Background: an optimization exercise with open tools, aiming at small area. Do not read the settings as production practice.
Function was checked by simulation only, so behaviour that the tests miss may differ from the original.
The clock cells of runs 3 to 10 come from the design's own scripts or RTL, not from TritonCTS.
The flow treats the clock pin as an ideal source. Dropping or thinning the clock tree relies on that and would not hold on a real chip.
Power and IR drop assume default switching activity.

[flow/constraint.sdc]
create_clock -name core_clock -period 10.0 [get_ports {CLK}]
set_input_delay 2.0000 -clock core_clock [delete_from_list [all_inputs] [get_ports {CLK}]]
set_output_delay 2.0000 -clock core_clock [all_outputs]
set_load 0.01 [all_outputs]
[flow/flow/cts_args.txt]
-sink_clustering_enable -repair_clock_nets -dont_use_dummy_load
[flow/standard.sh]
#!/bin/bash
# synth_recipe.tcl (not shown) runs the flow's synth.tcl, then flattens the netlist and writes it again
# the make line also repeats each setting of config.mk as NAME=value (left out here)
make -C /OpenROAD-flow-scripts/flow DESIGN_CONFIG=/design/flow/config.mk WORK_HOME=/design/flow/orfs CLKGATE_MAP_FILE= SYNTH_SCRIPT=/design/flow/synth_recipe.tcl "${@:-finish}"
[flow/flow/run.sh]
#!/bin/bash
# Standard flow, with the combinational logic of the standard synthesis
# re-mapped by ABC for area (registers untouched), the ports buffered with
# small buffers and clock-tree settings from flow/cts_args.txt.
set -euo pipefail
HERE=$(pwd)
R=$HERE/orfs/results/$FLOW_PLATFORM/top_module/base
LIB=$FLOW_HOME/platforms/sky130hd/lib/sky130_fd_sc_hd__tt_025C_1v80.lib

bash standard.sh synth > "$HERE/log_synth.txt" 2>&1

cp "$R/1_2_yosys.v" "$HERE/1_2_yosys.std.v"
sed -e "s|{LIB}|$LIB|g" -e "s|{IN}|$HERE/1_2_yosys.std.v|" \
    -e "s|{OUT}|$HERE/1_2_yosys.remap.v|" -e "s|{SCRIPT}|$HERE/flow/abc_area.script|" \
    flow/remap.ys > "$HERE/remap.ys"
yosys -q -l "$HERE/log_remap.txt" -s "$HERE/remap.ys" > /dev/null
cp "$HERE/1_2_yosys.remap.v" "$R/1_2_yosys.v"
rm -f "$R/1_synth.odb" "$R/1_synth.sdc"

# ports get buf_1; the reset input's buffer becomes buf_2 before resizing
export BUFFER_PORTS_ARGS="-buffer_cell sky130_fd_sc_hd__buf_1"
export PRE_RESIZE_TCL="$HERE/flow/pre_resize.tcl"
export CTS_ARGS="$(cat flow/cts_args.txt)"
bash standard.sh finish > "$HERE/log_finish.txt" 2>&1
[flow/flow/pre_resize.tcl]
# The reset input drives every register: give its port buffer more drive.
foreach inst [get_cells input*] {
  replace_cell $inst sky130_fd_sc_hd__buf_2
}
[flow/flow/remap.ys]
# Re-map the combinational cells of the standard synthesis netlist for area.
# Sequential cells stay as they are (same instances, names and cell types).
read_liberty -ignore_miss_func {LIB}
read_verilog {IN}
hierarchy -top top_module
blackbox sky130_fd_sc_hd__df*
flatten
opt -purge
abc -liberty {LIB} -script {SCRIPT} -dont_use sky130_fd_sc_hd__probe_p_8 -dont_use sky130_fd_sc_hd__probec_p_8
opt_clean -purge
stat -liberty {LIB}
write_verilog -noattr -nohex -nodec {OUT}
[flow/config.mk]
export PLATFORM = sky130hd
export DESIGN_NAME = top_module
export DESIGN_NICKNAME = top_module
export VERILOG_FILES = /design/flow/design.v
export SDC_FILE = /design/flow/constraint.sdc
export NUM_CORES = 4
export LEC_CHECK = 0
export CAP_MARGIN = 20
export CORE_AREA = 2 2 62 62
export DIE_AREA = 0 0 64 64
export SLEW_MARGIN = 20
[flow/flow/abc_area.script]
strash
dch
map -a
strash
dch
map -a
topo
dnsize
[flow/design.v]
module top_module
(
    CLK, RSTn, LED_Out
);
    input CLK;
    input RSTn;
    output [3:0] LED_Out;
    reg [13:0] r;
    reg [1:0]  s;
    reg [2:0]  g;
    wire g0 = ~g[2] & ~g[0];       
    wire g2 =  g[1] & ~g[2];       
    wire g3 =  g[2] &  g[0];       
    wire g4 =  g[1] & ~g[0];       
    wire g5 =  g[2] & ~g[1];       
    wire s0 = ~s[1] & ~s[0];       
    wire s3 =  s[1] & ~s[0];       
    wire tick  = (r == 14'd0);
    wire h     = ~(r[3] | r[4] | r[5] | r[11]);
    wire stall = tick & g4 & s3;
    wire fb    = (r[13] ^ r[0] ^ h) & ~stall;
    always @(posedge CLK or negedge RSTn)
        if (!RSTn)
            r <= 14'd0;
        else
            r <= {r[12:0], fb};
    always @(posedge CLK or negedge RSTn)
        if (!RSTn)
            s <= 2'b10;
        else if (tick & ~(g5 & s0))
            s <= {s[0], ~s[1]};
    always @(posedge CLK or negedge RSTn)
        if (!RSTn)
            g <= 3'b100;
        else if (tick & (s3 | g5))
            g <= {g[1:0], ~g[2]};
    wire on = g0 | g4 | (g5 & s0);
    assign LED_Out[0] = on | g2;
    assign LED_Out[1] = on | (g2 & (s[0] | s[1])) | (g3 & s0);
    assign LED_Out[2] = on | (g2 & s[1]) | (g3 & ~s[1]);
    assign LED_Out[3] = on | (g2 & s3) | (g3 & ~s3);
endmodule
==> results.cfg, run 1 <==
[timing]
maxSlewHeadroom_pct = 68.23
hold_violations = 0
worst_pin_slew_ns = 0.4722
maxSlewViolCount = 0
min_period_ns = 3.620
finalSetupTns_ns = 0
grt_setup_unrepaired = false
skew_ns = 0.02059
fin_crit_sh_pct = 36.20
finalSetupViolCount = 0
fmax_ghz = 0.2762
final.setup.worst_slack_ns = 6.380

[cts]
worstSkewPairLatency_ns = 0.29
post_cts_buffers = 0
htreeDepth = 1
cts_buffers = 3
clk_pin_slew_ns = 0.11
clockRootBuffer = clkbuf_4
cts_resized = 0
cts_hold_buf = 0
clkSinkCount = 19
cts-root-to-sink-buffers = 2
cts_tree = built

[placed_design]
port_buffers = 5
place_ws_ns = 6.680
place_congestion = 0.8536
hpwl_um = 845.9

[die]
io_pins = 6
core_area_sq_mm = 0.003390
dieWidth_um = 64
initial_utilization_pct = 20.19
die_area_sq_mm = 0.004096
die_y_um = 64
rows = 21

[critical_path]
critPathMaxStageDelay_ns = 0.59
worstPathCellList = clkinv_1 -> o31ai_1 -> o311ai_0 -> buf_1
crit_type = reg -> out
cp-end-kind = output pin
critPathRequiredTime_ns = 8.00
cp.arrival_ns = 1.62
path_delay_family = flip-flops
path_max_fanout = 7
cp_slowest_cell = dfstp_2
path_buf_inv = 2
startpoint_type = register

[hold_path]
min_path_type = reg -> reg

[drt]
drt_wl_total_um = 1072
dr.first_iter.drc_count = 3
vias_per_cell = 3.965
vias = 456
avgRoutedWirePerCell_um = 9.322
drcViolationCount = 0
postRouteAntennaNets = 0
dr.pass1.iters = 4

[flow_run]
drv_cap = 0

[cells_and_area]
multi_input_area_sq_um = 180.2
fill_cells = 363
syn2layout_area_growth_pct = 14.63
final_common_cell = dfrtp_1
final_layout_size_suffix_gt1_share_pct = 8.696
seq_area_sq_um = 478.0
layout_common_cells = dfrtp_1, o21ai_0, nand2_1, clkinv_1, nor2_1
nets = 73
antenna_cells = 0

[global_routing]
antenna_found_initial = 0
grt_pass1_wl_um = 2111
grt_max_degree = 20
grt.total_usage_pct = 6.652
grt_pass1_vias = 511
grt_overflow_total = 0

[synth]
synth_area_sq_um = 684.4
synth_nets = 63
synthCells = 61
synth.avg_cell_area_sq_um = 11.22
synth_warnings = 1

[pwr]
power_density_mw_per_mm2 = 143.2
leakage_uw = 0.0002801
irDropWorstVdd_mv = 0.03736

[status]
status = timing/DRC/antenna clean
[through the flow]
| stage | power (uW) | hold WS [ns] | cell area, sq um | util (%) | instances |
|---|---|---|---|---|---|
| after floorplan | 78.32 | 0.3540 | 684.4 | - | 61 |
| after global placement | 79.78 | 0.3631 | 760.7 | 22.44 | 112 |
| after detailed placement | 79.94 | 0.3618 | 762.0 | 22.48 | 112 |
| after CTS | 114.1 | 0.3893 | 784.5 | 23.15 | 115 |
| after global routing | 118.8 | 0.3957 | 784.5 | 23.15 | 115 |
| final | 112.4 | 0.3856 | 784.5 | 23.15 | 115 |
[where the power goes]
part,total [uW],leakage [uW],switching (uW),internal (uW)
sequential,76.8,0.000220,0,76.8
clock,34.1,0.0000138,20.1,14.0
combinational,1.45,0.0000459,1.31,0.141
total,112,0.000280,21.4,90.9
[flip-flops by register name, summed over array words and instances, names as in the netlist]
name,cells
s,2
r,14
g,3
[layer usage]
metal  vias up  GRT usage [%]  routed length [um]
li1        230              -                   -
met4         0          3.261                  14
met1       218          7.667                 521
met2         6          11.07                 499
met5         -              0                   0
met3         2          2.113                  36
[path summary, 6_finish.rpt]
kind / end / slack, ns / cells after the start / from
max reg2reg: g[0] / 8.27 / 6 / r[5]
max in group asynchronous: s[1] / 8.05 / 1 / RSTn
min reg2reg: r[8] / 0.39 / 0 / r[7]
min: r[8] / 0.39 / 0 / r[7]
max: LED_Out[3] / 6.38 / 4 / g[2]
min in group asynchronous: r[11] / 1.61 / 1 / RSTn
[final cells by class]
type	count	area share, %
Sequential cell	19	60.93
Clock buffer	3	2.871
Inverter	7	3.349
Timing Repair Buffer	5	2.552
Multi-Input combinational cell	35	22.97
Tap cell	46	7.337
[worst register-to-register path: stages, from the launching register on]
cell	delay, ns
dfrtp_1	0.41
nor4_1	0.46
clkinv_1	0.13
nor2_1	0.25
nand2_1	0.18
nand2_1	0.08
o21ai_0	0.08
==> inputs of run 2 (changes only) <==
--- a/flow/flow/run.sh
+++ b/flow/flow/run.sh
@@ -22,3 +22,3 @@
 export PRE_RESIZE_TCL="$HERE/flow/pre_resize.tcl"
-export CTS_ARGS="$(cat flow/cts_args.txt)"
+export PRE_CTS_TCL="$HERE/flow/pre_cts.tcl"
 bash standard.sh finish > "$HERE/log_finish.txt" 2>&1
==> flow/flow/abc_area.script (replaced) <==
strash
&get -n
&deepsyn -J 200 -T 120
&dch -f
&nf -R 1000
&put
dnsize
==> flow/flow/pre_cts.tcl (new file) <==
# Clock tree for a handful of registers: one clock buffer between the clock
# port and every register clock pin, placed at the centre of the registers.
# It replaces the clock_tree_synthesis call that cts.tcl makes next; the
# rest of cts.tcl (legalisation, timing repair) runs as usual.
rename clock_tree_synthesis orfs_clock_tree_synthesis
proc clock_tree_synthesis { args } {
  set block [ord::get_db_block]
  set clk_port [get_ports CLK]
  set clk_net [get_nets -of_objects $clk_port]
  set sinks [get_pins -of_objects $clk_net -filter "direction==input"]
  make_net clknet_0_CLK
  make_instance clkbuf_0_CLK sky130_fd_sc_hd__clkbuf_8
  set sx 0
  set sy 0
  set n 0
  foreach pin $sinks {
    set iname [get_full_name [get_cells -of_objects $pin]]
    set inst [$block findInst $iname]
    set loc [$inst getLocation]
    set sx [expr {$sx + [lindex $loc 0]}]
    set sy [expr {$sy + [lindex $loc 1]}]
    incr n
    disconnect_pin [get_full_name $clk_net] $pin
    connect_pin clknet_0_CLK $pin
  }
  connect_pin [get_full_name $clk_net] clkbuf_0_CLK/A
  connect_pin clknet_0_CLK clkbuf_0_CLK/X
  [$block findNet clknet_0_CLK] setSigType CLOCK
  [$block findNet [get_full_name $clk_net]] setSigType CLOCK
  set buf [$block findInst clkbuf_0_CLK]
  $buf setLocation [expr {$sx / $n}] [expr {$sy / $n}]
  $buf setPlacementStatus PLACED
  set_propagated_clock [all_clocks]
  puts "clock buffer clkbuf_0_CLK drives $n clock pins"
}
removed: flow/flow/cts_args.txt
==> results.cfg, run 2 <==
[placed_design]
place_ws_ns = 6.255
place_congestion = 0.8150
port_buffers = 5
hpwl_um = 733.5

[synth]
synth.avg_cell_area_sq_um = 11.30
synthCells = 59
synth_warnings = 1
synth_area_sq_um = 666.9
synth_nets = 61

[die]
initial_utilization_pct = 19.68
rows = 21
dieWidth_um = 64
die_y_um = 64
io_pins = 6

[status]
haltStage = clock tree synthesis
status = did not finish
stop_error = [ERROR STA-0100] unsupported object type Port.
==> run 2: worst min-delay path by stage <==
stage	startpoint	to	slack, ns	cells after the start
after floorplan	r[12]	r[13]	0.35	0
after global placement	r[11]	r[12]	0.36	0
after detailed placement	r[7]	r[8]	0.36	0
==> run 2: power by group through the flow <==
| stage | Clock (uW) | Sequential, uW | Combinational [uW] |
|---|---|---|---|
| after detailed placement | 0 | 78.3 | 1.56 |
| after floorplan | 0 | 78.3 | 0.0000695 |
| after global placement | 0 | 78.3 | 1.46 |
==> run 2: through the flow <==
step | util [%] | hold WS [ns] | std cells | instance area, sq um
floorplan | - | 0.3540 | 59 | 666.9
global placement | 21.93 | 0.3625 | 110 | 743.2
detailed placement | 21.96 | 0.3619 | 110 | 744.5
==> inputs of run 3 (changes only) <==
--- a/flow/design.v
+++ b/flow/design.v
@@ -8,4 +8,6 @@
     reg [13:0] r;
-    reg [1:0]  s;
-    reg [2:0]  g;
+    reg [1:0]  sn;                 
+    reg [2:0]  gn;                 
+    wire [1:0] s = {~sn[1], sn[0]};
+    wire [2:0] g = {~gn[2], gn[1:0]};
     wire g0 = ~g[2] & ~g[0];       
@@ -28,10 +30,10 @@
         if (!RSTn)
-            s <= 2'b10;
+            sn <= 2'b00;
         else if (tick & ~(g5 & s0))
-            s <= {s[0], ~s[1]};
+            sn <= {~s[0], ~s[1]};
     always @(posedge CLK or negedge RSTn)
         if (!RSTn)
-            g <= 3'b100;
+            gn <= 3'b000;
         else if (tick & (s3 | g5))
-            g <= {g[1:0], ~g[2]};
+            gn <= {~g[1], g[0], ~g[2]};
     wire on = g0 | g4 | (g5 & s0);
--- a/flow/flow/run.sh
+++ b/flow/flow/run.sh
@@ -3,3 +3,3 @@
 # re-mapped by ABC for area (registers untouched), the ports buffered with
-# small buffers and clock-tree settings from flow/cts_args.txt.
+# small buffers and a one-buffer clock tree (flow/pre_cts.tcl).
 set -euo pipefail
@@ -12,3 +12,6 @@
 cp "$R/1_2_yosys.v" "$HERE/1_2_yosys.std.v"
-sed -e "s|{LIB}|$LIB|g" -e "s|{IN}|$HERE/1_2_yosys.std.v|" \
+# the platform's don't-use cells (lpflow_*, probes, spare cell) stay unused
+DONTUSE=$(grep -oE 'cell *\("?sky130_fd_sc_hd__(lpflow_|probe|macro_sparecell)[a-z0-9_]*' "$LIB" \
+          | sed -E 's/.*(sky130_fd_sc_hd__[a-z0-9_]*)/-dont_use \1/' | sort -u | tr '\n' ' ')
+sed -e "s|{LIB}|$LIB|g" -e "s|{IN}|$HERE/1_2_yosys.std.v|" -e "s|{DONTUSE}|$DONTUSE|" \
     -e "s|{OUT}|$HERE/1_2_yosys.remap.v|" -e "s|{SCRIPT}|$HERE/flow/abc_area.script|" \
==> flow/flow/pre_cts.tcl (replaced) <==
# Clock tree for a handful of registers: one clock buffer between the clock
# port and every register clock pin, placed at the centre of the registers.
# It replaces the clock_tree_synthesis call that cts.tcl makes next; the
# rest of cts.tcl (legalisation, timing repair) runs as usual.
rename clock_tree_synthesis orfs_clock_tree_synthesis
proc clock_tree_synthesis { args } {
  set db [ord::get_db]
  set block [ord::get_db_block]
  set clk [$block findNet CLK]
  set leaf [odb::dbNet_create $block clknet_0_CLK]
  set buf [odb::dbInst_create $block [$db findMaster sky130_fd_sc_hd__clkbuf_8] clkbuf_0_CLK]
  set sx 0
  set sy 0
  set n 0
  foreach it [$clk getITerms] {
    set loc [[$it getInst] getLocation]
    set sx [expr {$sx + [lindex $loc 0]}]
    set sy [expr {$sy + [lindex $loc 1]}]
    incr n
    $it disconnect
    $it connect $leaf
  }
  [$buf findITerm A] connect $clk
  [$buf findITerm X] connect $leaf
  $leaf setSigType CLOCK
  $clk setSigType CLOCK
  $buf setLocation [expr {$sx / $n}] [expr {$sy / $n}]
  $buf setPlacementStatus PLACED
  set_propagated_clock [all_clocks]
  puts "clock buffer clkbuf_0_CLK drives $n clock pins"
}
--- a/flow/flow/remap.ys
+++ b/flow/flow/remap.ys
@@ -8,3 +8,3 @@
 opt -purge
-abc -liberty {LIB} -script {SCRIPT} -dont_use sky130_fd_sc_hd__probe_p_8 -dont_use sky130_fd_sc_hd__probec_p_8
+abc -liberty {LIB} -script {SCRIPT} {DONTUSE}
 opt_clean -purge
==> results.cfg, run 3 <==
[hold_path]
min_path_type = reg -> reg

[placed_design]
dpl_cell_area_sq_um = 743.2
place_congestion = 0.7566
port_buffers = 5

[drt]
drcViolationCount = 0
dr.first_iter.drc_count = 14
avgRoutedWirePerCell_um = 9.689
postRouteAntennaNets = 0
vias = 416
vias_per_cell = 3.925
drt_wl_total_um = 1027
dr.pass1.iters = 3

[timing]
fmax_ghz = 0.2948
maxSlewViolCount = 0
worst_pin_slew_ns = 0.4592
maxSlewHeadroom_pct = 69.15
finalSetupViolCount = 0
grt_setup_unrepaired = false
skew_ns = 0.001781
finalSetupTns_ns = 0
min_period_ns = 3.392
hold_violations = 0
fin_crit_sh_pct = 33.92

[cts]
post_cts_buffers = 0
clk_pin_slew_ns = 0.10
worstSkewPairLatency_ns = 0.16
cts_hold_buf = 0
cts_resized = 0

[synth]
synthCells = 54
synth_nets = 56
synth.avg_cell_area_sq_um = 12.33
synth_area_sq_um = 665.6
synth_warnings = 1

[critical_path]
cp-end-kind = output pin
cp.arrival_ns = 1.39
cp_common_cell = nor2_1
path_delay_family = flip-flops
critPathRequiredTime_ns = 8.00
worstPathCellList = nor2_1 -> nor2_1 -> a21oi_1 -> o311ai_0 -> buf_1
cp_slowest_cell = dfrtp_1
path_max_fanout = 5
startpoint_type = register
crit_type = reg -> out
path_buf_inv = 1
critPathMaxStageDelay_ns = 0.43

[global_routing]
grt_pass1_vias = 438
gr-usage-met1_pct = 7.023
grt_use_met2_pct = 10.55
antenna_found_initial = 0
grt_pass1_wl_um = 1938
grt_util_met3_pct = 0.5282
grt_overflow_total = 0
grt.total_usage_pct = 5.612
top_usage_layer = met2
grt_max_degree = 20

[pwr]
leakage_uw = 0.0002873
power_density_mw_per_mm2 = 137.2
finalPower_uw = 103.9
irDropWorstVdd_mv = 0.05109

[cells_and_area]
fill_cells = 350
antenna_cells = 0
fin_area_sq_um = 757.0
top_register = r
nets = 64
final_layout_size_suffix_gt1_share_pct = 3.333
syn2layout_area_growth_pct = 13.72
reg_top3 = r (14), gn (3), sn (2)
layout_common_cells = dfrtp_1, nand2_1, nor2_1, buf_1
largest_register_ffs = 14
final_common_cell = dfrtp_1

[flow_run]
drv_cap = 0

[die]
die_y_um = 64
core_area_sq_mm = 0.003390
initial_utilization_pct = 19.64
dieWidth_um = 64
rows = 21
io_pins = 6
die_area_sq_mm = 0.004096

[status]
status = timing/DRC/antenna clean
==> run 3: routing by layer <==
| layer | wire, um | up-vias |
|---|---|---|
| met2 | 495 | 2 |
| met4 | 18 | 0 |
| met5 | 0 | - |
| met3 | 24 | 2 |
| li1 | - | 200 |
| met1 | 490 | 212 |
==> run 3: layout make-up <==
| cell class | count | area [sq um] | share of cell area [%] |
|---|---|---|---|
| timing repair buffer | 5 | 20.02 | 2.645 |
| sequential | 19 | 475.5 | 62.81 |
| multi-input combinational | 33 | 182.7 | 24.13 |
| buffer | 1 | 13.76 | 1.818 |
| tap | 46 | 57.56 | 7.603 |
| inverter | 2 | 7.507 | 0.9917 |
==> run 3: worst reg2reg max path, cell delays in order (launching register included) <==
cell and delay, ns:
dfrtp_1 0.39, nor4_1 0.42, nand4_1 0.31, nor3_1 0.44, nand2b_1 0.20, nand2_1 0.08, a22oi_1 0.14
==> run 3: metrics by stage <==
stage | setup slack, ns | hold WS (ns) | instances | util (%)
after global placement | 6.872 | 0.3562 | 105 | 21.89
final | 6.608 | 0.3914 | 106 | 22.33
after detailed placement | 6.801 | 0.3694 | 105 | 21.93
after CTS | 6.597 | 0.3952 | 106 | 22.33
after global routing | 6.409 | 0.4015 | 106 | 22.33
after floorplan | 6.967 | 0.3540 | 54 | -
==> run 3: path summary, 6_finish.rpt <==
check | start | to | slack [ns] | depth (start not counted)
worst min-delay path | r[9] | r[10] | 0.39 | 0
worst max register to register | r[4] | gn[2] | 7.94 | 6
worst max-delay path | gn[1] | LED_Out[3] | 6.61 | 5
worst min register to register | r[9] | r[10] | 0.39 | 0
max in group asynchronous | RSTn | gn[2] | 7.98 | 1
min in group asynchronous | RSTn | r[5] | 1.75 | 1
==> run 3: report_power, final <==
part / internal [uW] / switching (uW)
Clock: 9.29 / 16.4
Sequential: 76.8 / 0
Combinational: 0.142 / 1.29
Total: 86.2 / 17.7
==> inputs of run 4 (changes only) <==
==> flow/design.v (replaced) <==
module top_module
(
    CLK, RSTn, LED_Out
);
    input CLK;
    input RSTn;
    output [3:0] LED_Out;
    reg [13:0] r;
    reg [1:0]  s;
    reg [2:1]  gh;
    reg        gl;
    wire [2:0] g = {gh, gl};
    wire rst_st = g[2] & ~g[1];               
    wire x_st   = ~g[2] & g[1] & ~g[0];       
    wire g0  = ~g[2] & ~g[1] & ~g[0];         
    wire g2  = ~g[2] &  g[1] &  g[0];         
    wire g3  =  g[2] &  g[1] &  g[0];         
    wire g4  =  g[2] &  g[1] & ~g[0];         
    wire s0  = ~s[1] & ~s[0];                 
    wire s3  =  s[1] & ~s[0];                 
    wire tick  = (r == 14'd0);
    wire h     = ~(r[3] | r[4] | r[5] | r[11]);
    wire stall = tick & g4 & s3;
    wire fb    = (r[13] ^ r[0] ^ h) & ~stall;
    always @(posedge CLK or negedge RSTn)
        if (!RSTn)
            r <= 14'd0;
        else
            r <= {r[12:0], fb};
    reg [2:0] gn;
    reg [1:0] sn;
    always @(*) begin
        if (rst_st) begin
            gn = 3'b000;  sn = 2'b00;
        end else if (x_st) begin
            gn = 3'b000;  sn = s;
        end else begin
            sn = {s[0], ~s[1]};
            if (!s3)
                gn = g;
            else if (g4)
                gn = 3'b010;
            else
                gn = {g[1:0], ~g[2]};
        end
    end
    always @(posedge CLK or negedge RSTn)
        if (!RSTn)
            gh <= 2'b10;
        else if (tick)
            gh <= gn[2:1];
    always @(posedge CLK)
        if (tick) begin
            gl <= gn[0];
            s  <= sn;
        end
    wire on = g0 | g4 | x_st;
    assign LED_Out[0] = on | g2;
    assign LED_Out[1] = on | (g2 & (s[0] | s[1])) | (g3 & s0);
    assign LED_Out[2] = on | (g2 & s[1]) | (g3 & ~s[1]);
    assign LED_Out[3] = on | (g2 & s3) | (g3 & ~s3);
endmodule
--- a/flow/flow/remap.ys
+++ b/flow/flow/remap.ys
@@ -5,3 +5,3 @@
 hierarchy -top top_module
-blackbox sky130_fd_sc_hd__df*
+blackbox sky130_fd_sc_hd__df* sky130_fd_sc_hd__edf* sky130_fd_sc_hd__sdf* sky130_fd_sc_hd__sedf* sky130_fd_sc_hd__dl*
 flatten
==> results.cfg, run 4 <==
[die]
core_area_sq_mm = 0.003390
dieWidth_um = 64
die_area_sq_mm = 0.004096
io_pins = 6
initial_utilization_pct = 19.34
rows = 21
die_y_um = 64

[cts]
cts_hold_buf = 0
clk_pin_slew_ns = 0.10
cts_resized = 0
post_cts_buffers = 0
worstSkewPairLatency_ns = 0.16

[timing]
maxSlewHeadroom_pct = 68.35
min_period_ns = 3.649
skew_ns = 0.002231
finalSetupTns_ns = 0
hold_violations = 0
worst_pin_slew_ns = 0.4704
fmax_ghz = 0.2741
finalSetupViolCount = 0
hold_slack_ns = 0.3880
grt_setup_unrepaired = false
fin_crit_sh_pct = 36.49
maxSlewViolCount = 0

[global_routing]
grt_pass1_wl_um = 1697
antenna_found_initial = 0
grt_pass1_vias = 378
grt_overflow_total = 0
grt_max_degree = 20
grt.total_usage_pct = 4.929

[cells_and_area]
multi_input_area_sq_um = 160.2
antenna_cells = 0
nets = 61
final_common_cell = dfrtp_1
reg_top3 = r (14), s (2)
syn2layout_area_growth_pct = 13.93
fill_cells = 355
fin_cells = 103
final_layout_size_suffix_gt1_share_pct = 5.263
seq_area_sq_um = 491.7
top_register = r
layout_common_cells = dfrtp_1, nor2_1, a21oi_1, buf_1
largest_register_ffs = 14

[drt]
drt_wl_total_um = 932
drcViolationCount = 0
vias_per_cell = 3.612
dr.first_iter.drc_count = 33
dr.pass1.iters = 4
postRouteAntennaNets = 0
vias = 372
avgRoutedWirePerCell_um = 9.049

[critical_path]
path_max_fanout = 8
critPathRequiredTime_ns = 8.00
r2r-start = r[4]
worstSetupStartpoint = gh[2]
crit_type = reg -> out
startpoint_type = register
cp.arrival_ns = 1.65
cp-end-kind = output pin

[pwr]
irDropWorstVdd_mv = 0.06062
power_density_mw_per_mm2 = 141.2
leakage_uw = 0.0002674

[placed_design]
port_buffers = 5
dp.cells = 102
place_congestion = 0.6985
hpwl_um = 730.9

[hold_path]
min_path_type = reg -> reg
min_from = r[8]

[synth]
synth_area_sq_um = 655.6
synth.avg_cell_area_sq_um = 12.86
synth_warnings = 1
synth_nets = 53
synthCells = 51

[flow_run]
drv_cap = 0

[status]
status = timing/DRC/antenna clean
[run 4: layout make-up]
type	count	share of cell area, %
flip-flops and latches	19	65.83
plain buffers	1	1.843
well taps	46	7.705
inverters	1	0.5025
multi-input cells	31	21.44
repair buffers	5	2.680
[run 4: metal layers]
metal,wire (um),track usage [%]
met1,492,7.095
met2,394,8.333
met3,45,0.5282
met4,0,0.2717
met5,0,0
[run 4: final timing paths]
kind	end	slack, ns	cells past startpoint
worst max register to register	gl	7.94	5
worst max-delay path	LED_Out[1]	6.35	8
max in group asynchronous	gh[2]	7.99	1
min in group asynchronous	r[4]	1.72	1
worst min register to register	r[9]	0.39	0
worst min-delay path	r[9]	0.39	0
[run 4: critical path, stage by stage, from the launching register on]
cell	delay, ns
dfstp_2	0.60
nor2_1	0.10
a21oi_1	0.18
clkinv_1	0.11
nand2_1	0.07
o21ai_0	0.09
nor2_1	0.14
a21oi_1	0.06
buf_1	0.13
[run 4: power by group]
| group | internal [uW] | leakage (uW) | switching [uW] |
|---|---|---|---|
| logic | 0.143 | 0.0000436 | 1.07 |
| clock network | 9.30 | 0.00000719 | 16.7 |
| registers | 78.3 | 0.000217 | 0 |
| total | 87.7 | 0.000267 | 17.8 |
[run 4: stage by stage]
| step | utilization, % | worst slack, ns | power (uW) | cell area, sq um |
|---|---|---|---|---|
| after floorplan | - | 6.574 | 79.83 | 655.6 |
| after global placement | 21.59 | 6.620 | 81.03 | 732.0 |
| after detailed placement | 21.63 | 6.550 | 81.16 | 733.2 |
| after CTS | 22.04 | 6.343 | 107.5 | 747.0 |
| after global routing | 22.04 | 6.127 | 111.0 | 747.0 |
| final | 22.04 | 6.351 | 105.5 | 747.0 |
==> inputs of run 5 (changes only) <==
--- a/flow/flow/pre_cts.tcl
+++ b/flow/flow/pre_cts.tcl
@@ -10,3 +10,3 @@
   set leaf [odb::dbNet_create $block clknet_0_CLK]
-  set buf [odb::dbInst_create $block [$db findMaster sky130_fd_sc_hd__clkbuf_8] clkbuf_0_CLK]
+  set buf [odb::dbInst_create $block [$db findMaster sky130_fd_sc_hd__buf_6] clkbuf_0_CLK]
   set sx 0
==> results.cfg, run 5 <==
[global_routing]
grt.total_usage_pct = 4.929
grt_pass1_wl_um = 1697
grt_pass1_vias = 378
antenna_found_initial = 0
grt_max_degree = 20
grt_overflow_total = 0

[synth]
synth.avg_cell_area_sq_um = 12.86
synthCells = 51
synth_warnings = 1
synth_area_sq_um = 655.6
synth_nets = 53

[pwr]
irDropWorstVdd_mv = 0.05865
finalPower_uw = 104.2
power_density_mw_per_mm2 = 140.0
leakage_uw = 0.0002663

[cells_and_area]
top_register = r
reg_top3 = r (14), s (2)
antenna_cells = 0
largest_register_ffs = 14
nets = 61
layout_common_cells = dfrtp_1, nor2_1, a21oi_1, buf_1
syn2layout_area_growth_pct = 13.55
final_common_cell = dfrtp_1
final_layout_size_suffix_gt1_share_pct = 5.263
fin_area_sq_um = 744.5

[timing]
maxSlewViolCount = 0
maxSlewHeadroom_pct = 68.35
fmax_ghz = 0.2755
min_period_ns = 3.629
worst_pin_slew_ns = 0.4704
finalSetupViolCount = 0
hold_slack_ns = 0.3900
hold_violations = 0
grt_setup_unrepaired = false
finalSetupTns_ns = 0
fin_crit_sh_pct = 36.29
skew_ns = 0.001713

[hold_path]
min_path_type = reg -> reg

[drt]
avgRoutedWirePerCell_um = 9.019
drt_wl_total_um = 929
vias = 372
dr.pass1.iters = 4
vias_per_cell = 3.612
dr.first_iter.drc_count = 33
drcViolationCount = 0
postRouteAntennaNets = 0

[cts]
cts_hold_buf = 0
worstSkewPairLatency_ns = 0.13
post_cts_buffers = 0
clk_pin_slew_ns = 0.11
cts_resized = 0

[critical_path]
cp.arrival_ns = 1.63
path_max_fanout = 8
startpoint_type = register
critPathRequiredTime_ns = 8.00
crit_type = reg -> out
cp-end-kind = output pin

[die]
dieWidth_um = 64
die_y_um = 64
io_pins = 6
initial_utilization_pct = 19.34
die_area_sq_mm = 0.004096
rows = 21
core_area_sq_mm = 0.003390

[placed_design]
dpl_cell_area_sq_um = 733.2
port_buffers = 5
hpwl_um = 730.9
place_congestion = 0.6985

[flow_run]
drv_cap = 0

[status]
status = timing/DRC/antenna clean
## run 5: changes by cell type in the layout (fill, tap and decap cells not counted)
cell,previous run,this run
buf_6,0,1
clkbuf_8,1,0
## run 5: final cells by class
| class | instances | area [sq um] |
|---|---|---|
| repair buffers | 5 | 20.02 |
| fillers | 354 | 2645 |
| plain buffers | 1 | 11.26 |
| well taps | 46 | 57.56 |
| inverters | 1 | 3.754 |
| flip-flops and latches | 19 | 491.7 |
| multi-input cells | 31 | 160.2 |
## run 5: routing by layer
metal  up-vias  global-route usage, %  part of all wire (%)
met1       174                  7.095                    54
met2         6                  8.333                    41
met5         -                      0                     0
met4         0                 0.2717                     0
li1        192                      -                     -
met3         0                 0.5282                   4.8
## run 5: through the flow
stage               util (%)  instances  worst slack (ns)
finish                 21.96        103             6.371
global route           21.96        103             6.143
CTS                    21.96        103             6.361
detailed placement     21.63        102             6.550
global placement       21.59        102             6.620
floorplan                  -         51             6.574
## run 5: where the power goes
part	leakage, uW	switching [uW]	internal, uW
registers	0.000217	0	78.3
clock network	0.00000605	16.6	8.11
logic	0.0000436	1.07	0.143
total	0.000266	17.7	86.5
## run 5: path summary, 6_finish.rpt
path                        from          to  slack [ns]  cells after the start
min in group asynchronous   RSTn        r[0]        1.74                      1
hold / removal              r[8]        r[9]        0.39                      0
hold reg to reg             r[8]        r[9]        0.39                      0
max in group asynchronous   RSTn       gh[2]        7.97                      1
setup / recovery           gh[2]  LED_Out[1]        6.37                      8
setup reg to reg            r[4]          gl        7.94                      5
## run 5: critical path, cell delays in order, from the launching register on
cell and delay (ns):
dfstp_2 0.61, nor2_1 0.10, a21oi_1 0.18, clkinv_1 0.11, nand2_1 0.07, o21ai_0 0.09
nor2_1 0.14, a21oi_1 0.06, buf_1 0.13
==> inputs of run 6 (changes only) <==
--- a/flow/design.v
+++ b/flow/design.v
@@ -7,3 +7,5 @@
     output [3:0] LED_Out;
-    reg [13:0] r;
+    localparam [13:0] P = 14'b10101010101011;
+    reg  [13:0] y;
+    wire [13:0] r = y ^ P;
     reg [1:0]  s;
@@ -24,7 +26,4 @@
     wire fb    = (r[13] ^ r[0] ^ h) & ~stall;
-    always @(posedge CLK or negedge RSTn)
-        if (!RSTn)
-            r <= 14'd0;
-        else
-            r <= {r[12:0], fb};
+    always @(posedge CLK)
+        y <= (rst_st ? 14'd1 : {r[12:0], fb}) ^ P;
     reg [2:0] gn;
@@ -49,6 +48,6 @@
             gh <= 2'b10;
-        else if (tick)
+        else if (tick | rst_st)
             gh <= gn[2:1];
     always @(posedge CLK)
-        if (tick) begin
+        if (tick | rst_st) begin
             gl <= gn[0];
--- a/flow/flow/run.sh
+++ b/flow/flow/run.sh
@@ -2,4 +2,5 @@
 # Standard flow, with the combinational logic of the standard synthesis
-# re-mapped by ABC for area (registers untouched), the ports buffered with
-# small buffers and a one-buffer clock tree (flow/pre_cts.tcl).
+# re-mapped by ABC for area (registers untouched; best of eight seeds), the
+# ports buffered with small buffers and a one-buffer clock tree
+# (flow/pre_cts.tcl).
 set -euo pipefail
@@ -15,6 +16,17 @@
           | sed -E 's/.*(sky130_fd_sc_hd__[a-z0-9_]*)/-dont_use \1/' | sort -u | tr '\n' ' ')
-sed -e "s|{LIB}|$LIB|g" -e "s|{IN}|$HERE/1_2_yosys.std.v|" -e "s|{DONTUSE}|$DONTUSE|" \
-    -e "s|{OUT}|$HERE/1_2_yosys.remap.v|" -e "s|{SCRIPT}|$HERE/flow/abc_area.script|" \
-    flow/remap.ys > "$HERE/remap.ys"
-yosys -q -l "$HERE/log_remap.txt" -s "$HERE/remap.ys" > /dev/null
+# ABC is run with eight random seeds; the smallest netlist is kept
+for S in 0 1 2 3 4 5 6 7; do
+  sed "s/&deepsyn -J 200 -T 120/\&deepsyn -J 200 -T 120 -S $S/" flow/abc_area.script > "$HERE/abc_area_$S.script"
+  sed -e "s|{LIB}|$LIB|g" -e "s|{IN}|$HERE/1_2_yosys.std.v|" -e "s|{DONTUSE}|$DONTUSE|" \
+      -e "s|{OUT}|$HERE/1_2_yosys.remap_$S.v|" -e "s|{SCRIPT}|$HERE/abc_area_$S.script|" \
+      flow/remap.ys > "$HERE/remap_$S.ys"
+  yosys -q -l "$HERE/log_remap_$S.txt" -s "$HERE/remap_$S.ys" > /dev/null &
+done
+wait
+BEST=$(for S in 0 1 2 3 4 5 6 7; do
+         A=$(grep 'Chip area' "$HERE/log_remap_$S.txt" | tail -1 | awk '{print $NF}' || true)
+         if [[ -n "$A" && -s "$HERE/1_2_yosys.remap_$S.v" ]]; then echo "$A $S"; fi
+       done | sort -g | head -1 | awk '{print $2}')
+echo "remap: seed $BEST" > "$HERE/log_remap_choice.txt"
+cp "$HERE/1_2_yosys.remap_$BEST.v" "$HERE/1_2_yosys.remap.v"
 cp "$HERE/1_2_yosys.remap.v" "$R/1_2_yosys.v"
==> results.cfg, run 6 <==
[critical_path]
critPathRequiredTime_ns = 8.00
cp.arrival_ns = 2.08
path_buf_inv = 2
path_max_fanout = 11
worstSetupStartpoint = gh[2]
r2r-start = gh[2]
crit_type = reg -> out
path_delay_family = simple AND/OR/NAND/NOR gates
worstPathCellList = clkinv_1 -> nor2_1 -> a21oi_1 -> o32a_1 -> nor2_1 -> a31oi_1 -> buf_1
cp-end-kind = output pin
r2r_setup_slack_ns = 8.07
cp_slowest_cell = dfstp_2
cp_common_cell = nor2_1
startpoint_type = register
critPathMaxStageDelay_ns = 0.60

[timing]
grt_setup_unrepaired = false
fmax_ghz = 0.2450
worst_pin_slew_ns = 0.6703
maxSlewViolCount = 0
skew_ns = 0.002776
finalSetupTns_ns = 0
fin_crit_sh_pct = 40.81
maxSlewHeadroom_pct = 55.15
finalSetupViolCount = 0
hold_violations = 0
min_period_ns = 4.081

[cts]
clk_pin_slew_ns = 0.11
cts_resized = 0
worstSkewPairLatency_ns = 0.14
post_cts_buffers = 0
cts_hold_buf = 0

[synth]
synth_nets = 66
synth_area_sq_um = 651.9
synthCells = 64
synth.avg_cell_area_sq_um = 10.19
synth_warnings = 1

[die]
initial_utilization_pct = 19.23
die_y_um = 64
rows = 21
io_pins = 6
dieWidth_um = 64
die_area_sq_mm = 0.004096
core_area_sq_mm = 0.003390

[cells_and_area]
top_register = y
fill_cells = 363
largest_register_ffs = 14
layout_common_cells = nor2_1, dfxtp_1, nand2_1, buf_1
fin_cells = 116
antenna_cells = 0
syn2layout_area_growth_pct = 13.63
final_common_cell = nor2_1
reg_top3 = y (14), s (2)
nets = 74
fin_area_sq_um = 740.7
final_layout_size_suffix_gt1_share_pct = 4.286

[pwr]
leakage_uw = 0.0002742
power_density_mw_per_mm2 = 139.4
irDropWorstVdd_mv = 0.04770

[placed_design]
place_congestion = 0.7920
dpl_cell_area_sq_um = 729.5
hpwl_um = 899.6
dp.cells = 115
port_buffers = 5

[hold_path]
min_path_type = reg -> reg
min_from = y[8]

[global_routing]
antenna_found_initial = 0
grt.total_usage_pct = 5.902
grt_pass1_vias = 456
grt_max_degree = 20
grt_overflow_total = 0
grt_pass1_wl_um = 2063

[drt]
dr.first_iter.drc_count = 49
vias_per_cell = 3.897
postRouteAntennaNets = 0
dr.pass1.iters = 4
vias = 452
drcViolationCount = 0
drt_wl_total_um = 1134
avgRoutedWirePerCell_um = 9.776

[status]
status = timing/DRC/antenna clean

[flow_run]
drv_cap = 0
==> run 6: final timing paths <==
path,to,depth (start not counted)
max in group asynchronous,gh[2],1
min,y[9],1
max,LED_Out[3],7
min reg2reg,y[9],1
min in group asynchronous,asynchronous set/reset pin,1
max reg2reg,gl,4
==> run 6: where the power goes <==
group	leakage (uW)	internal [uW]	switching (uW)
sequential	0.000158	77.4	0
clock	0.00000605	8.12	17.4
combinational	0.000111	0.139	0.147
==> run 6: through the flow <==
stage	util, %	hold slack (ns)	total power (uW)	worst slack (ns)
after detailed placement	21.52	0.3645	79.42	6.097
after CTS	21.85	0.3970	105.0	5.899
after floorplan	-	0.3527	79.13	6.329
final	21.85	0.3929	103.2	5.919
after global placement	21.48	0.3607	79.37	6.243
after global routing	21.85	0.4133	108.8	5.719
==> run 6: worst register-to-register path, delay by kind of cell, from the launching register on <==
family	cells	cell delay, ns
simple gates	2	0.71
buf+inv	1	0.11
compound gates	1	0.23
flops	1	0.60
==> run 6: cell type report <==
| class | count | area [sq um] | area share (%) |
|---|---|---|---|
| Sequential cell | 19 | 421.7 | 56.93 |
| Multi-Input combinational cell | 43 | 222.7 | 30.07 |
| Tap cell | 46 | 57.56 | 7.770 |
| Timing Repair Buffer | 5 | 20.02 | 2.703 |
| Buffer | 1 | 11.26 | 1.520 |
| Inverter | 2 | 7.507 | 1.014 |
==> run 6: per-layer routing <==
layer  global-route usage, %  vias to the layer above  routed length, um
li1                        -                      229                  -
met1                   7.625                      213                520
met2                   10.68                        8                545
met3                  0.7042                        2                 51
met4                  0.8152                        0                 17
met5                       0                        -                  0
==> inputs of run 7 (changes only) <==
--- a/flow/flow/run.sh
+++ b/flow/flow/run.sh
@@ -34,5 +34,4 @@
 
-# ports get buf_1; the reset input's buffer becomes buf_2 before resizing
+# ports get buf_1
 export BUFFER_PORTS_ARGS="-buffer_cell sky130_fd_sc_hd__buf_1"
-export PRE_RESIZE_TCL="$HERE/flow/pre_resize.tcl"
 export PRE_CTS_TCL="$HERE/flow/pre_cts.tcl"
removed: flow/flow/pre_resize.tcl
==> results.cfg, run 7 <==
[timing]
finalSetupViolCount = 0
maxSlewViolCount = 0
grt_setup_unrepaired = false
fmax_ghz = 0.2447
finalSetupTns_ns = 0
min_period_ns = 4.087
final.setup.worst_slack_ns = 5.913
skew_ns = 0.001837
fin_crit_sh_pct = 40.87
maxSlewHeadroom_pct = 55.82
worst_pin_slew_ns = 0.6602
hold_violations = 0

[critical_path]
cp-end-kind = output pin
cp.arrival_ns = 2.09
path_delay_family = simple AND/OR/NAND/NOR gates
crit_cells = 7
critPathMaxStageDelay_ns = 0.61
r2r-start = gh[2]
startpoint_type = register
path_buf_inv = 2
path_max_fanout = 11
crit_type = reg -> out
critPathRequiredTime_ns = 8.00
reg2reg_depth = 4
worstPathCellList = clkinv_1 -> nor2_1 -> a21oi_1 -> o32a_1 -> nor2_1 -> a31oi_1 -> buf_1
timing.rr.end = gl
r2r_setup_slack_ns = 8.06
cp_slowest_cell = dfstp_2
cp_common_cell = nor2_1

[cts]
clk_pin_slew_ns = 0.12
cts_hold_buf = 0
cts_resized = 0
worstSkewPairLatency_ns = 0.14
post_cts_buffers = 0

[global_routing]
grt_max_degree = 20
grt_pass1_vias = 458
antenna_found_initial = 0
grt_pass1_wl_um = 1897
grt_overflow_total = 0
grt.total_usage_pct = 5.382

[drt]
drcViolationCount = 0
dr.first_iter.drc_count = 32
vias_per_cell = 3.853
drt_wl_total_um = 1089
vias = 447
postRouteAntennaNets = 0
dr.pass1.iters = 4
avgRoutedWirePerCell_um = 9.388

[hold_path]
min_to = y[9]
hold_depth = 1
min_path_type = reg -> reg
min_from = y[8]

[die]
die_area_sq_mm = 0.004096
dieWidth_um = 64
initial_utilization_pct = 19.23
io_pins = 6
die_y_um = 64
core_area_sq_mm = 0.003390
rows = 21

[placed_design]
port_buffers = 5
dpl_cell_area_sq_um = 728.2
place_ws_ns = 6.109
hpwl_um = 867.8
place_congestion = 0.7920

[cells_and_area]
final_layout_size_suffix_gt1_share_pct = 2.857
layout_common_cells = nor2_1, dfxtp_1, nand2_1, buf_1
fill_cells = 360
multi_input_area_sq_um = 222.7
syn2layout_area_growth_pct = 13.44
seq_area_sq_um = 421.7
fin_area_sq_um = 739.5
top_register = y
nets = 74
antenna_cells = 0
reg_top3 = y (14), s (2)
final_common_cell = nor2_1
largest_register_ffs = 14

[synth]
synthCells = 64
synth_area_sq_um = 651.9
synth_warnings = 1
synth_nets = 66
synth.avg_cell_area_sq_um = 10.19

[pwr]
irDropWorstVdd_mv = 0.03542
power_density_mw_per_mm2 = 141.5
leakage_uw = 0.0002715
finalPower_uw = 104.6

[flow_run]
drv_cap = 0

[status]
status = timing/DRC/antenna clean
run 7: changes by cell type in the layout (fill, tap and decap cells not counted):
cell	delta
buf_1	+1
buf_2	-1
run 7: power by group:
part	internal [uW]	switching, uW
sequential	77.4	0
clock	8.16	18.8
combinational	0.0867	0.132
total	85.7	19.0
run 7: cell type report:
| class | instances | share of cell area [%] |
|---|---|---|
| tap | 46 | 7.783 |
| buffer | 1 | 1.523 |
| inverter | 2 | 1.015 |
| timing repair buffer | 5 | 2.538 |
| sequential | 19 | 57.02 |
| multi-input combinational | 43 | 30.12 |
run 7: how the worst max path moves through the flow:
stage,to,startpoint,slack (ns)
finish,LED_Out[1],gh[2],5.91
global placement,LED_Out[1],gh[2],6.24
global route,LED_Out[1],gh[2],5.72
CTS,LED_Out[1],gh[2],5.93
detailed placement,LED_Out[1],gh[2],6.11
floorplan,LED_Out[1],gh[2],6.33
run 7: through the flow:
step           utilization, %  hold slack (ns)  instances
5_1_grt                 21.82           0.4141        116
2_1_floorplan               -           0.3527         64
3_3_place_gp            21.48           0.3607        115
6_report                21.82           0.3955        116
3_5_place_dp            21.48           0.3623        115
4_1_cts                 21.82           0.3969        116
run 7: per-layer routing:
metal	GRT usage (%)	share of wire, %	up-vias
met5	0	0	-
met4	0.5435	0.83	0
met3	0.7042	5.8	2
li1	-	-	230
met2	9.896	47	10
met1	6.863	46	205
==> inputs of run 8 (changes only) <==
--- a/flow/config.mk
+++ b/flow/config.mk
@@ -10,2 +10,3 @@
 export DIE_AREA = 0 0 64 64
+export PLACE_DENSITY = 0.85
 export SLEW_MARGIN = 20
==> results.cfg, run 8 <==
[timing]
hold_slack_ns = 0.3849
fmax_ghz = 0.2442
maxSlewHeadroom_pct = 52.79
worst_pin_slew_ns = 0.7055
finalSetupTns_ns = 0
maxSlewViolCount = 0
fin_crit_sh_pct = 40.95
min_period_ns = 4.095
skew_ns = 0.003588
finalSetupViolCount = 0
hold_violations = 0
grt_setup_unrepaired = false

[placed_design]
port_buffers = 5
hpwl_um = 843.3
place_congestion = 0.8075
dp.cells = 115

[cells_and_area]
largest_register_ffs = 14
nets = 74
layout_common_cells = nor2_1, dfxtp_1, nand2_1, buf_1
fin_cells = 116
top_register = y
reg_top3 = y (14), s (2)
final_layout_size_suffix_gt1_share_pct = 2.857
antenna_cells = 0
final_common_cell = nor2_1
syn2layout_area_growth_pct = 13.44

[pwr]
power_density_mw_per_mm2 = 139.9
irDropWorstVdd_mv = 0.04130
leakage_uw = 0.0002715

[cts]
post_cts_buffers = 0
worstSkewPairLatency_ns = 0.14
cts_hold_buf = 0
clk_pin_slew_ns = 0.12
cts_resized = 0

[critical_path]
cp.arrival_ns = 2.10
reg2reg_depth = 4
critPathMaxStageDelay_ns = 0.60
path_max_fanout = 11
endpoint = LED_Out[1]
cp-end-kind = output pin
path_delay_family = simple AND/OR/NAND/NOR gates
critPathRequiredTime_ns = 8.00
r2r-start = gh[2]
cp_slowest_cell = dfstp_2
worstSetupStartpoint = gh[2]
path_buf_inv = 2
crit_cells = 7
startpoint_type = register
timing.rr.end = gl
crit_type = reg -> out
worstPathCellList = clkinv_1 -> nor2_1 -> a21oi_1 -> o32a_1 -> nor2_1 -> a31oi_1 -> buf_1
r2r_setup_slack_ns = 8.04
cp_common_cell = nor2_1

[die]
dieWidth_um = 64
io_pins = 6
core_area_sq_mm = 0.003390
die_area_sq_mm = 0.004096
die_y_um = 64
rows = 21
initial_utilization_pct = 19.23

[drt]
drt_wl_total_um = 1063
dr.pass1.iters = 4
vias = 446
avgRoutedWirePerCell_um = 9.164
drcViolationCount = 0
dr.first_iter.drc_count = 36
postRouteAntennaNets = 0
vias_per_cell = 3.845

[global_routing]
grt_overflow_total = 0
grt_pass1_vias = 425
grt_max_degree = 20
grt_pass1_wl_um = 1794
antenna_found_initial = 0
grt.total_usage_pct = 5.191

[synth]
synth.avg_cell_area_sq_um = 10.19
synth_warnings = 1
synth_area_sq_um = 651.9
synth_nets = 66
synthCells = 64

[flow_run]
drv_cap = 0

[status]
status = timing/DRC/antenna clean

[hold_path]
min_path_type = reg -> reg
run 8: cell counts in the layout (fill, tap and decap cells not counted):
Identical to the previous run, type by type.
run 8: final cells by class:
class | count | area [sq um]
multi-input combinational | 43 | 222.7
tap | 46 | 57.56
inverter | 2 | 7.507
buffer | 1 | 11.26
timing repair buffer | 5 | 18.77
fill | 367 | 2650
sequential | 19 | 421.7
run 8: worst reg2reg max path, stage by stage (launching register included):
cell      delay, ns
dfstp_2        0.60
clkinv_1       0.11
nor2_1         0.57
nor2_1         0.17
o21ai_0        0.23
run 8: worst min path at each step:
stage | startpoint | end | slack (ns) | depth (start not counted)
after floorplan | y[4] | y[5] | 0.35 | 1
after global placement | y[4] | y[5] | 0.36 | 1
after detailed placement | y[4] | y[5] | 0.36 | 1
after CTS | y[4] | y[5] | 0.39 | 1
after global routing | y[4] | y[5] | 0.41 | 1
final | y[4] | y[5] | 0.38 | 1
run 8: metrics by stage:
step,instance area (sq um),util [%],setup slack [ns],total power [uW]
3_5_place_dp,728.2,21.48,6.116,79.37
5_1_grt,739.5,21.82,5.740,106.7
2_1_floorplan,651.9,-,6.329,79.13
6_report,739.5,21.82,5.905,103.5
3_3_place_gp,728.2,21.48,6.122,79.36
4_1_cts,739.5,21.82,5.909,104.6
run 8: routing by layer:
| metal | up-vias | wire [um] | track usage, % |
|---|---|---|---|
| met5 | - | 0 | 0 |
| met4 | 0 | 0 | 0.2717 |
| met3 | 0 | 52 | 0.7042 |
| met2 | 10 | 471 | 9.115 |
| met1 | 206 | 538 | 7.058 |
| li1 | 230 | - | - |
run 8: power breakdown:
part | leakage [uW] | internal [uW] | switching, uW | total, uW
sequential | 0.000158 | 77.4 | 0 | 77.4
clock | 0.00000605 | 8.13 | 17.7 | 25.8
combinational | 0.000108 | 0.0867 | 0.137 | 0.224
==> inputs of run 9 (changes only) <==
==> flow/design.v (replaced) <==
module top_module
(
    CLK, RSTn, LED_Out
);
    input CLK;
    input RSTn;
    output [3:0] LED_Out;
    localparam [13:0] P = 14'b10101010101011;
    reg  [13:0] y;                      
    wire [13:0] r = y ^ P;
    reg [2:0]  g;
    reg [1:0]  s;
    wire [4:0] nq;                      
    wire tick  = (r == 14'd0);
    wire h     = ~(r[3] | r[4] | r[5] | r[11]);
    wire stall = tick & ((s[0] & s[1] & g[1] & ~g[2]));       
    wire fb    = (r[13] ^ r[0] ^ h) & ~stall;
    wire rst_st = (g[1] == 1'b0) & (g[0] == 1'b1);
    always @(posedge CLK)
        y <= (rst_st ? 14'd1 : {r[12:0], fb}) ^ P;
    assign nq[0] = (s[1]) | (g[0] & ~g[1]) | (~g[0] & g[1] & ~g[2]);
    assign nq[1] = (~s[0] & ~g[0]) | (~s[0] & g[1]);
    assign nq[2] = (~s[1] & g[0] & g[1]) | (~s[0] & g[0] & g[1]) | (s[0] & s[1] & g[1] & g[2]);
    assign nq[3] = (g[0] & g[1]) | (s[0] & s[1] & ~g[0] & g[2]) | (g[1] & g[2]);
    assign nq[4] = (s[0] & s[1] & ~g[0]) | (~g[0] & g[2]) | (~s[1] & g[1] & g[2]) | (~s[0] & g[1] & g[2]);
    always @(posedge CLK or negedge RSTn)
        if (!RSTn) begin
            g[1] <= 1'b0;
            g[0] <= 1'b1;
        end else if (tick | rst_st) begin
            g[1] <= nq[3];
            g[0] <= nq[2];
        end
    always @(posedge CLK)
        if (tick | rst_st) begin
            g[2] <= nq[4];
            s    <= nq[1:0];
        end
    assign LED_Out[0] = (~g[0] & ~g[2]) | (g[1] & ~g[2]) | (~g[0] & g[1]);
    assign LED_Out[1] = (~g[0] & ~g[2]) | (g[1] & ~g[2]) | (~s[0] & ~g[0] & g[1]) | (s[1] & ~g[0] & g[1]) | (s[0] & ~s[1] & g[0] & g[1]);
    assign LED_Out[2] = (~g[0] & ~g[2]) | (g[1] & ~g[2]) | (s[1] & ~g[0] & g[1]) | (~s[1] & g[0] & g[1]);
    assign LED_Out[3] = (~g[0] & ~g[2]) | (g[1] & ~g[2]) | (s[0] & s[1] & ~g[0] & g[1]) | (~s[1] & g[0] & g[1]) | (~s[0] & g[0] & g[1]);
endmodule
==> results.cfg, run 9 <==
[cells_and_area]
top_register = y
fin_cells = 114
syn2layout_area_growth_pct = 13.46
largest_register_ffs = 14
reg_top3 = y (14), g (3), s (2)
layout_common_cells = dfxtp_1, nand2_1, nor2_1, buf_1, nand2b_1
fin_area_sq_um = 738.2
antenna_cells = 0
final_layout_size_suffix_gt1_share_pct = 2.941
nets = 72
final_common_cell = dfxtp_1
fill_cells = 365

[cts]
worstSkewPairLatency_ns = 0.14
post_cts_buffers = 0
cts_hold_buf = 0
cts_resized = 0
clk_pin_slew_ns = 0.11

[drt]
postRouteAntennaNets = 0
dr.first_iter.drc_count = 11
dr.pass1.iters = 3
drt_wl_total_um = 1058
vias = 439
drcViolationCount = 0
avgRoutedWirePerCell_um = 9.281
vias_per_cell = 3.851

[global_routing]
antenna_found_initial = 0
grt_pass1_vias = 401
grt_max_degree = 20
grt.total_usage_pct = 4.933
grt_overflow_total = 0
grt_pass1_wl_um = 1718

[placed_design]
port_buffers = 5
place_congestion = 0.7552
dp.cells = 113
place_ws_ns = 5.908
dpl_cell_area_sq_um = 726.9

[die]
die_y_um = 64
die_area_sq_mm = 0.004096
rows = 21
initial_utilization_pct = 19.20
dieWidth_um = 64
core_area_sq_mm = 0.003390
io_pins = 6

[critical_path]
path_max_fanout = 11
cp.arrival_ns = 2.25
critPathRequiredTime_ns = 8.00
crit_type = reg -> out
cp-end-kind = output pin
startpoint_type = register

[timing]
worst_pin_slew_ns = 0.6910
fin_crit_sh_pct = 42.54
finalSetupViolCount = 0
final.setup.worst_slack_ns = 5.746
skew_ns = 0.001278
hold_violations = 0
hold_slack_ns = 0.3891
grt_setup_unrepaired = false
min_period_ns = 4.254
maxSlewViolCount = 0
maxSlewHeadroom_pct = 53.84
finalSetupTns_ns = 0
fmax_ghz = 0.2351

[synth]
synthCells = 62
synth_warnings = 1
synth.avg_cell_area_sq_um = 10.49
synth_nets = 64
synth_area_sq_um = 650.6

[status]
status = timing/DRC/antenna clean

[hold_path]
min_path_type = reg -> reg

[flow_run]
drv_cap = 0

[pwr]
leakage_uw = 0.0002687
power_density_mw_per_mm2 = 139.8
irDropWorstVdd_mv = 0.03505
run 9: worst max-delay path, stage by stage (launching register included):
cell	delay [ns]
dfstp_2	0.58
nor2b_1	0.57
o21ai_0	0.28
o22a_1	0.27
mux2_1	0.29
buf_1	0.13
run 9: area by class of cell:
cell class | instances | area (sq um) | share of cell area (%)
sequential | 19 | 421.7 | 57.12
multi-input combinational | 43 | 229.0 | 31.02
tap | 46 | 57.56 | 7.797
timing repair buffer | 5 | 18.77 | 2.542
buffer | 1 | 11.26 | 1.525
run 9: worst paths after layout:
kind	endpoint	slack, ns	cells past startpoint	from
setup / recovery	LED_Out[1]	5.75	5	g[0]
min in group asynchronous	g[1]	1.61	1	RSTn
setup reg to reg	g[2]	8.39	3	y[10]
hold / removal	y[13]	0.39	1	y[12]
max in group asynchronous	g[0]	8.18	1	RSTn
hold reg to reg	y[13]	0.39	1	y[12]
run 9: routing by layer:
metal  track usage (%)  share of wire (%)  up-vias
met5                 0                  0        -
met3            0.7042                4.5        0
li1                  -                  -      227
met4            0.2717                  0        0
met2             8.854                 45        6
met1             6.522                 51      206
run 9: power breakdown:
group	total (uW)	switching (uW)	internal, uW	leakage (uW)
Sequential	77.4	0	77.4	0.000166
Clock	25.6	17.4	8.12	0.00000605
Combinational	0.216	0.129	0.0867	0.0000965
run 9: metrics by stage:
stage	util, %	power [uW]
after floorplan	-	79.13
after CTS	21.78	104.1
after detailed placement	21.45	79.36
final	21.78	103.2
after global placement	21.45	79.37
after global routing	21.78	106.5
==> inputs of run 10 (changes only) <==
==> flow/design.v (replaced) <==
module top_module
(
    CLK, RSTn, LED_Out
);
    input CLK;
    input RSTn;
    output [3:0] LED_Out;
    localparam [13:0] P = 14'b10101010101011;
    reg  [13:0] y;                      
    wire [13:0] r = y ^ P;
    reg [2:0]  g;
    reg [1:0]  s;
    wire [4:0] nq;                      
    wire tick  = (r == 14'd0);
    wire h     = ~(r[3] | r[4] | r[5] | r[11]);
    wire stall = tick & ((s[0] & s[1] & g[0] & g[2]));       
    wire fb    = (r[13] ^ r[0] ^ h) & ~stall;
    wire rst_st = (g[2] == 1'b0) & (g[1] == 1'b1);
    always @(posedge CLK)
        y <= (rst_st ? 14'd1 : {r[12:0], fb}) ^ P;
    assign nq[0] = (s[1]) | (g[1] & ~g[2]) | (g[0] & g[1]);
    assign nq[1] = (~s[0] & ~g[1]) | (~s[0] & g[2]);
    assign nq[2] = (s[0] & s[1] & ~g[1] & ~g[2]) | (g[0] & ~g[1]);
    assign nq[3] = (g[1] & ~g[2]) | (s[0] & s[1] & g[0] & g[2]) | (~s[1] & g[1]) | (~s[0] & g[1]);
    assign nq[4] = (s[0] & s[1] & g[0]) | (g[1]) | (~s[1] & g[2]) | (~s[0] & g[2]);
    always @(posedge CLK or negedge RSTn)
        if (!RSTn) begin
            g[2] <= 1'b0;
            g[1] <= 1'b1;
        end else if (tick | rst_st) begin
            g[2] <= nq[4];
            g[1] <= nq[3];
        end
    always @(posedge CLK)
        if (tick | rst_st) begin
            g[0] <= nq[2];
            s    <= nq[1:0];
        end
    assign LED_Out[0] = (~g[0] & ~g[1] & ~g[2]) | (g[0] & g[2]) | (g[1] & g[2]);
    assign LED_Out[1] = (~s[0] & ~g[0] & ~g[1] & ~g[2]) | (s[1] & ~g[0] & ~g[1] & ~g[2]) | (s[0] & ~s[1] & g[0] & ~g[1]) | (g[0] & g[2]) | (g[1] & g[2]);
    assign LED_Out[2] = (s[1] & ~g[0] & ~g[1] & ~g[2]) | (~s[1] & g[0] & ~g[1]) | (g[0] & g[2]) | (g[1] & g[2]);
    assign LED_Out[3] = (s[0] & s[1] & ~g[0] & ~g[1] & ~g[2]) | (~s[1] & g[0] & ~g[1]) | (~s[0] & g[0] & ~g[1]) | (g[0] & g[2]) | (g[1] & g[2]);
endmodule
==> results.cfg, run 10 <==
[critical_path]
reg2reg_depth = 2
path_max_fanout = 8
crit_type = reg -> out
r2r_setup_slack_ns = 8.30
cp.arrival_ns = 1.60
startpoint_type = register
critPathRequiredTime_ns = 8.00
timing.rr.end = s[0]
r2r-start = g[1]
cp-end-kind = output pin

[timing]
fmax_ghz = 0.2779
grt_setup_unrepaired = false
hold_violations = 0
maxSlewHeadroom_pct = 59.68
skew_ns = 0.001453
finalSetupTns_ns = 0
maxSlewViolCount = 0
min_period_ns = 3.598
fin_crit_sh_pct = 35.98
worst_pin_slew_ns = 0.6035
final.setup.worst_slack_ns = 6.402
finalSetupViolCount = 0

[cells_and_area]
nets = 73
reg_top3 = y (14), g (3), s (2)
top_register = y
antenna_cells = 0
final_common_cell = dfxtp_1
largest_register_ffs = 14
final_layout_size_suffix_gt1_share_pct = 2.899
layout_common_cells = dfxtp_1, nand2_1, nor2_1, buf_1, a21oi_1
syn2layout_area_growth_pct = 13.57

[pwr]
p_clk_share_pct = 24.2
swShare_pct = 16.38
internal_power_uw = 85.59
power_density_mw_per_mm2 = 139.6
combPwrFrac_pct = 0.2
p_switching_uw = 16.76
irDropWorstVdd_mv = 0.03625
seqPwrFrac_pct = 75.6
leakage_uw = 0.0002752

[hold_path]
min_path_type = reg -> reg
min_from = y[4]
hold_depth = 1
min_to = y[5]

[placed_design]
port_buffers = 5
hpwl_um = 738.3
place_congestion = 0.7495
place_ws_ns = 6.572

[global_routing]
grt_max_degree = 20
grt_overflow_total = 0
grt_pass1_vias = 415
antenna_found_initial = 0
grt_pass1_wl_um = 1780
grt.total_usage_pct = 4.976

[synth]
synth.avg_cell_area_sq_um = 10.25
synth_area_sq_um = 645.6
synth_warnings = 1
synth_nets = 65
synthCells = 63

[drt]
drt_wl_total_um = 942
avgRoutedWirePerCell_um = 8.191
dr.pass1.iters = 4
postRouteAntennaNets = 0
drcViolationCount = 0
dr.first_iter.drc_count = 18
vias_per_cell = 3.713
vias = 427

[die]
core_area_sq_mm = 0.003390
io_pins = 6
rows = 21
die_area_sq_mm = 0.004096
die_y_um = 64
initial_utilization_pct = 19.05
dieWidth_um = 64

[cts]
post_cts_buffers = 0
worstSkewPairLatency_ns = 0.13
cts_resized = 0
cts_hold_buf = 0
clk_pin_slew_ns = 0.11

[flow_run]
drv_cap = 0

[status]
status = timing/DRC/antenna clean
run 10: final cells by class:
cell class	instances	area (sq um)
Timing Repair Buffer	5	18.77
Sequential cell	19	421.7
Multi-Input combinational cell	43	220.2
Fill cell	374	2656
Buffer	1	11.26
Inverter	1	3.754
Tap cell	46	57.56
run 10: worst max-delay path by stage:
stage                     from          to  slack [ns]  cells past startpoint
after floorplan           g[1]  LED_Out[1]        6.64                      5
after global placement    g[2]  LED_Out[3]        6.61                      6
after detailed placement  g[1]  LED_Out[1]        6.57                      6
after CTS                 g[1]  LED_Out[1]        6.39                      6
after global routing      g[2]  LED_Out[1]        6.18                      6
final                     g[2]  LED_Out[1]        6.40                      6
run 10: power groups by stage:
stage	Sequential [uW]	Combinational [uW]	Clock, uW
floorplan	79.1	0.000102	0
global placement	79.1	0.234	0
detailed placement	79.1	0.231	0
CTS	77.4	0.231	26.5
global route	77.4	0.306	30.1
finish	77.4	0.219	24.7
run 10: critical path, stage by stage, from the launching register on:
cell      delay [ns]
dfrtp_1         0.45
nand2b_1        0.32
nand2_1         0.13
a21oi_1         0.22
nand2_1         0.10
o21ai_0         0.08
buf_1           0.17
run 10: routing by layer:
metal	up-vias	wire length, um	GRT usage [%]
met2	6	424	8.724
met3	0	53	0.8803
li1	229	-	-
met5	-	0	0
met4	0	0	0.2717
met1	192	464	6.652
run 10: through the flow:
stage               util, %  power, uW  area, sq um  cells  hold WS, ns
global route          21.63      107.8        733.2    115       0.4016
global placement      21.30      79.37        721.9    114       0.3604
CTS                   21.63      104.2        733.2    115       0.3906
finish                21.63      102.3        733.2    115       0.3860
floorplan                 -      79.13        645.6     63       0.3524
detailed placement    21.30      79.36        721.9    114       0.3626

[re-timing with driven ports]
Ports are ideal in the flow. The routed layouts listed here were re-timed in OpenROAD. Step 1 sets driving cells, clkbuf_16 on the clock port and buf_2 on the other inputs (assumed; they add their load-dependent delay and slew). Step 2, shift: input delay + t, output delay - t, t = (earliest + latest rising clock arrival at the registers) / 2. This alone moves slack from input paths to output paths. Three values: no drivers, after step 1, after step 2; two values: the first two.
run | t, ns | slack for setup (ns) | hold slack, ns | clock arrival spread, ns | worst register clock-pin slew, ns
run 1 | 0.298 | 6.380 / 6.362 / 6.661 | 0.386 / 0.386 / 0.386 | 0.021 / 0.021 | 0.11 / 0.11
run 3 | 0.177 | 6.608 / 6.585 / 6.762 | 0.391 / 0.391 / 0.391 | 0.001 / 0.002 | 0.10 / 0.10
run 4 | 0.177 | 6.351 / 6.330 / 6.507 | 0.388 / 0.388 / 0.388 | 0.002 / 0.002 | 0.10 / 0.10
run 5 | 0.156 | 6.371 / 6.348 / 6.504 | 0.390 / 0.390 / 0.390 | 0.001 / 0.002 | 0.11 / 0.11
run 6 | 0.164 | 5.919 / 5.892 / 6.056 | 0.393 / 0.393 / 0.393 | 0.002 / 0.002 | 0.11 / 0.11
run 7 | 0.168 | 5.913 / 5.888 / 6.056 | 0.396 / 0.396 / 0.396 | 0.002 / 0.002 | 0.12 / 0.12
run 8 | 0.160 | 5.905 / 5.883 / 6.043 | 0.385 / 0.385 / 0.385 | 0.004 / 0.004 | 0.12 / 0.12
run 9 | 0.160 | 5.746 / 5.723 / 5.883 | 0.389 / 0.389 / 0.389 | 0.002 / 0.001 | 0.11 / 0.11
run 10 | 0.157 | 6.402 / 6.378 / 6.535 | 0.386 / 0.386 / 0.386 | 0.001 / 0.001 | 0.11 / 0.11
After both steps setup and hold are still met in every run listed.
